Source: an optimization exercise on an open RTL-to-GDS flow (aim: small area and a short achievable clock period). Production flows keep margins and buffers that such runs may drop. The RTL was checked by simulation tests, not by an equivalence proof against the original design.

job 4503:
## Pipeline_1
module Pipeline_1(
input clk,rst,
input [7:0]a,b,c,d,
output [7:0]out
    );
==> flow/config.mk <==
export PLATFORM = sky130hd
export DESIGN_NAME = Pipeline_1
export DESIGN_NICKNAME = Pipeline_1
export VERILOG_FILES = /design/flow/design.v
export SDC_FILE = /design/flow/constraint.sdc
export NUM_CORES = 4
export LEC_CHECK = 0
export ABC_AREA = 1
export CAP_MARGIN = 20
export CORE_MARGIN = 2
export CORE_UTILIZATION = 60
export CTS_BUF_LIST = sky130_fd_sc_hd__clkbuf_8
export SLEW_MARGIN = 20
export SYNTH_HIERARCHICAL = 1
export SYNTH_MINIMUM_KEEP_SIZE = 0
==> flow/constraint.sdc <==
create_clock -name core_clock -period 36.0 [get_ports {clk}]
set_input_delay 7.2000 -clock core_clock [delete_from_list [all_inputs] [get_ports {clk}]]
set_output_delay 7.2000 -clock core_clock [all_outputs]
set_load 0.01 [all_outputs]
standard.sh (not shown) runs the stock make flow with config.mk's settings and CLKGATE_MAP_FILE= SYNTH_SCRIPT=/design/flow/synth_recipe.tcl, a recipe that flattens the netlist after the stock synthesis.
==> flow/flow/run.sh <==
#!/bin/bash
# Own flow: the standard layout (standard.sh, run whole and unchanged:
# synthesis with the standard flow's synthesis script, floorplan, power grid, tap cells,
# placement, CTS and routing) with two settings passed through the environment:
#  - the port buffers that global placement inserts on every input and output
#    are sky130_fd_sc_hd__buf_2 cells instead of the default delay-cell buffers;
#  - timing repair (repair_timing in floorplan, CTS and global route) aims for a
#    setup slack of 25 ns at the design's 36 ns clock, so it sizes up the
#    slowest paths; the clock period and constraints are the design's.
# make's full output goes to standard.log here; ORFS also keeps each step's own
# log under orfs/logs/.
set -euo pipefail
export BUFFER_PORTS_ARGS="-buffer_cell sky130_fd_sc_hd__buf_2"
export SETUP_SLACK_MARGIN=25
bash standard.sh > standard.log 2>&1
Here is what was changed in the inputs of job 2977 compared with job 4503.
==> flow/flow/run.sh <==
#!/bin/bash
# Own flow: the standard layout (standard.sh: ORFS synthesis with the standard flow's
# synthesis script, floorplan, power grid, placement, CTS, routing) with three
# settings changed:
#  - ADDER_MAP_FILE is empty, so synthesis does not extract full/half adder
#    cells and ABC maps the (bit-level) arithmetic like any other logic; the
#    registers are the same as in the standard synthesis;
#  - the port buffers that global placement inserts are sky130_fd_sc_hd__buf_2;
#  - timing repair aims for a setup slack of 25 ns at the design's 36 ns clock.
# make's full output goes to standard.log here; ORFS keeps each step's own log
# under orfs/logs/.
set -euo pipefail
export ADDER_MAP_FILE=
export BUFFER_PORTS_ARGS="-buffer_cell sky130_fd_sc_hd__buf_2"
export SETUP_SLACK_MARGIN=25
bash standard.sh > standard.log 2>&1
[summary]
Initial core utilization ended up 0.21 points higher on job 2977 than on job 4503. Count of clock-net buffers in the final layout: job 2977 vs job 4503 up 3. Between job 2977 and job 4503, the difference in period utilization is negligible. Job 2977 did not stop at any stage, and its layout met the timing, DRC and antenna checks. Tightest hold margin essentially unchanged between job 4503 and job 2977. Compared with job 4503, job 2977 shows a fraction of met1 tracks used by global routing that is 1.6 points higher. Between job 4503 and job 2977, the register area figures differ only marginally. [compare] base=job 4503 new=job 2977: routability congestion estimate moved up, worst setup slack went up 0.012 ns.
Relative to job 2977, the following input files were edited for job 7265:
Settings: GPL_TIMING_DRIVEN: unset -> 1; PLACE_DENSITY: unset -> 0.75.
==> flow/flow/run.sh <==
#!/bin/bash
# Own flow: the standard layout (standard.sh, run whole and unchanged:
# synthesis with the standard flow's synthesis script, floorplan, power grid, tap cells,
# placement, CTS and routing) with two settings passed through the environment:
#  - the port buffers that global placement inserts on every input and output
#    are sky130_fd_sc_hd__buf_2 cells instead of the default delay-cell buffers;
#  - timing repair (repair_timing in floorplan, CTS and global route) aims for a
#    setup slack of 25 ns at the design's 36 ns clock, so it sizes up the
#    slowest paths; the clock period and constraints are the design's.
# make's full output goes to standard.log here; ORFS also keeps each step's own
# log under orfs/logs/.
set -euo pipefail
export BUFFER_PORTS_ARGS="-buffer_cell sky130_fd_sc_hd__buf_2"
export SETUP_SLACK_MARGIN=25
bash standard.sh > standard.log 2>&1
Results
- Relative to job 2977, the critical path depth measured on job 7265 has increased by more than 100%.
- From job 2977 to job 7265 the numbers moved as follows: number of combinational gates with multiple inputs lost 199.
- The final area reported for job 7265 is greater than that of job 2977 by 1.9%.
Changes in job 8802 relative to job 7265:
Settings: a deleted GPL_TIMING_DRIVEN that had been 1; a change of CTS_BUF_LIST from sky130_fd_sc_hd__clkbuf_8 to sky130_fd_sc_hd__clkbuf_4 sky130_fd_sc_hd__clkbuf_8; a deleted PLACE_DENSITY that had been 0.75.
==> flow/flow/run.sh <==
#!/bin/bash
# Own flow: the standard layout (standard.sh, unchanged synthesis, floorplan,
# power grid, placement, CTS and routing), except that the port buffers that
# global placement inserts are plain sky130_fd_sc_hd__buf_2 cells instead of the
# default delay-cell buffers. make's full output goes to standard.log here; ORFS
# also keeps each step's own log under orfs/logs/.
set -euo pipefail
export BUFFER_PORTS_ARGS="-buffer_cell sky130_fd_sc_hd__buf_2"
export SETUP_SLACK_MARGIN=25
bash standard.sh > standard.log 2>&1
## What came out
Summary of job 8802 over job 7265: worst slack on hold paths roughly the same; number of cells after detailed placement roughly the same; utilization lower; clock skew higher.
When job 8802 is measured against job 7265, its first-pass GRT wire length turns out 1.9% lower.
Sort job 7265 and job 8802 by portion of the layout cell area used by clock cells, ascending, and job 8802 comes first.
Input changes introduced in job 5561 (baseline for comparison: job 8802):
Settings: CTS_BUF_LIST changed from sky130_fd_sc_hd__clkbuf_4 sky130_fd_sc_hd__clkbuf_8 to sky130_fd_sc_hd__clkbuf_8.
==> flow/flow/run.sh <==
#!/bin/bash
# Own flow: the standard layout (standard.sh: ORFS synthesis with the standard flow's
# synthesis script, floorplan, power grid, placement, CTS, routing) with three
# settings changed:
#  - ADDER_MAP_FILE is empty, so synthesis does not extract full/half adder
#    cells and ABC maps the (bit-level) arithmetic like any other logic; the
#    registers are the same as in the standard synthesis;
#  - the port buffers that global placement inserts are sky130_fd_sc_hd__buf_2;
#  - timing repair aims for a setup slack of 25.6 ns at the design's 36 ns clock.
# make's full output goes to standard.log here; ORFS keeps each step's own log
# under orfs/logs/.
set -euo pipefail
export ADDER_MAP_FILE=
export BUFFER_PORTS_ARGS="-buffer_cell sky130_fd_sc_hd__buf_2"
export SETUP_SLACK_MARGIN=25.6
bash standard.sh > standard.log 2>&1
Findings:
- The flow did not stop early for job 5561: all stages ran, and the layout cleared the timing, DRC and antenna checks.
- Number of filler instances in the final layout, job 8802 and job 5561: smaller value in job 8802
- On job 5561: total routed wirelength is 8.6% higher than what job 8802 gave.
- Job 8802 and job 5561 ended up with roughly the same post-route worst hold slack.

[re-timing with driven ports]
Ports are ideal in the flow. The routed layouts listed here were re-timed in OpenROAD.
Step 1: set_driving_cell puts a clkbuf_16 on clk and a buf_2 on each other input, an assumption about the parent block.
Step 2, shift: input delay + t, output delay - t, t = (earliest + latest rising clock arrival at the registers) / 2. This alone moves slack from input paths to output paths.
a / b / c = ideal / step 1 / step 2; a / b = the first two.
run | t, ns | setup WS [ns] | worst slew at a driven data input, ns
job 4503 | 0.395 | 26.170 / 26.135 / 26.352 | 0.03
job 2977 | 0.401 | 26.182 / 26.146 / 26.313 | 0.04
job 7265 | 0.393 | 26.131 / 26.131 / 26.131 | 0.04
job 8802 | 0.396 | 26.173 / 26.138 / 26.363 | 0.03
job 5561 | 0.401 | 26.176 / 26.139 / 26.470 | 0.04
After both steps setup and hold are still met in every run listed.
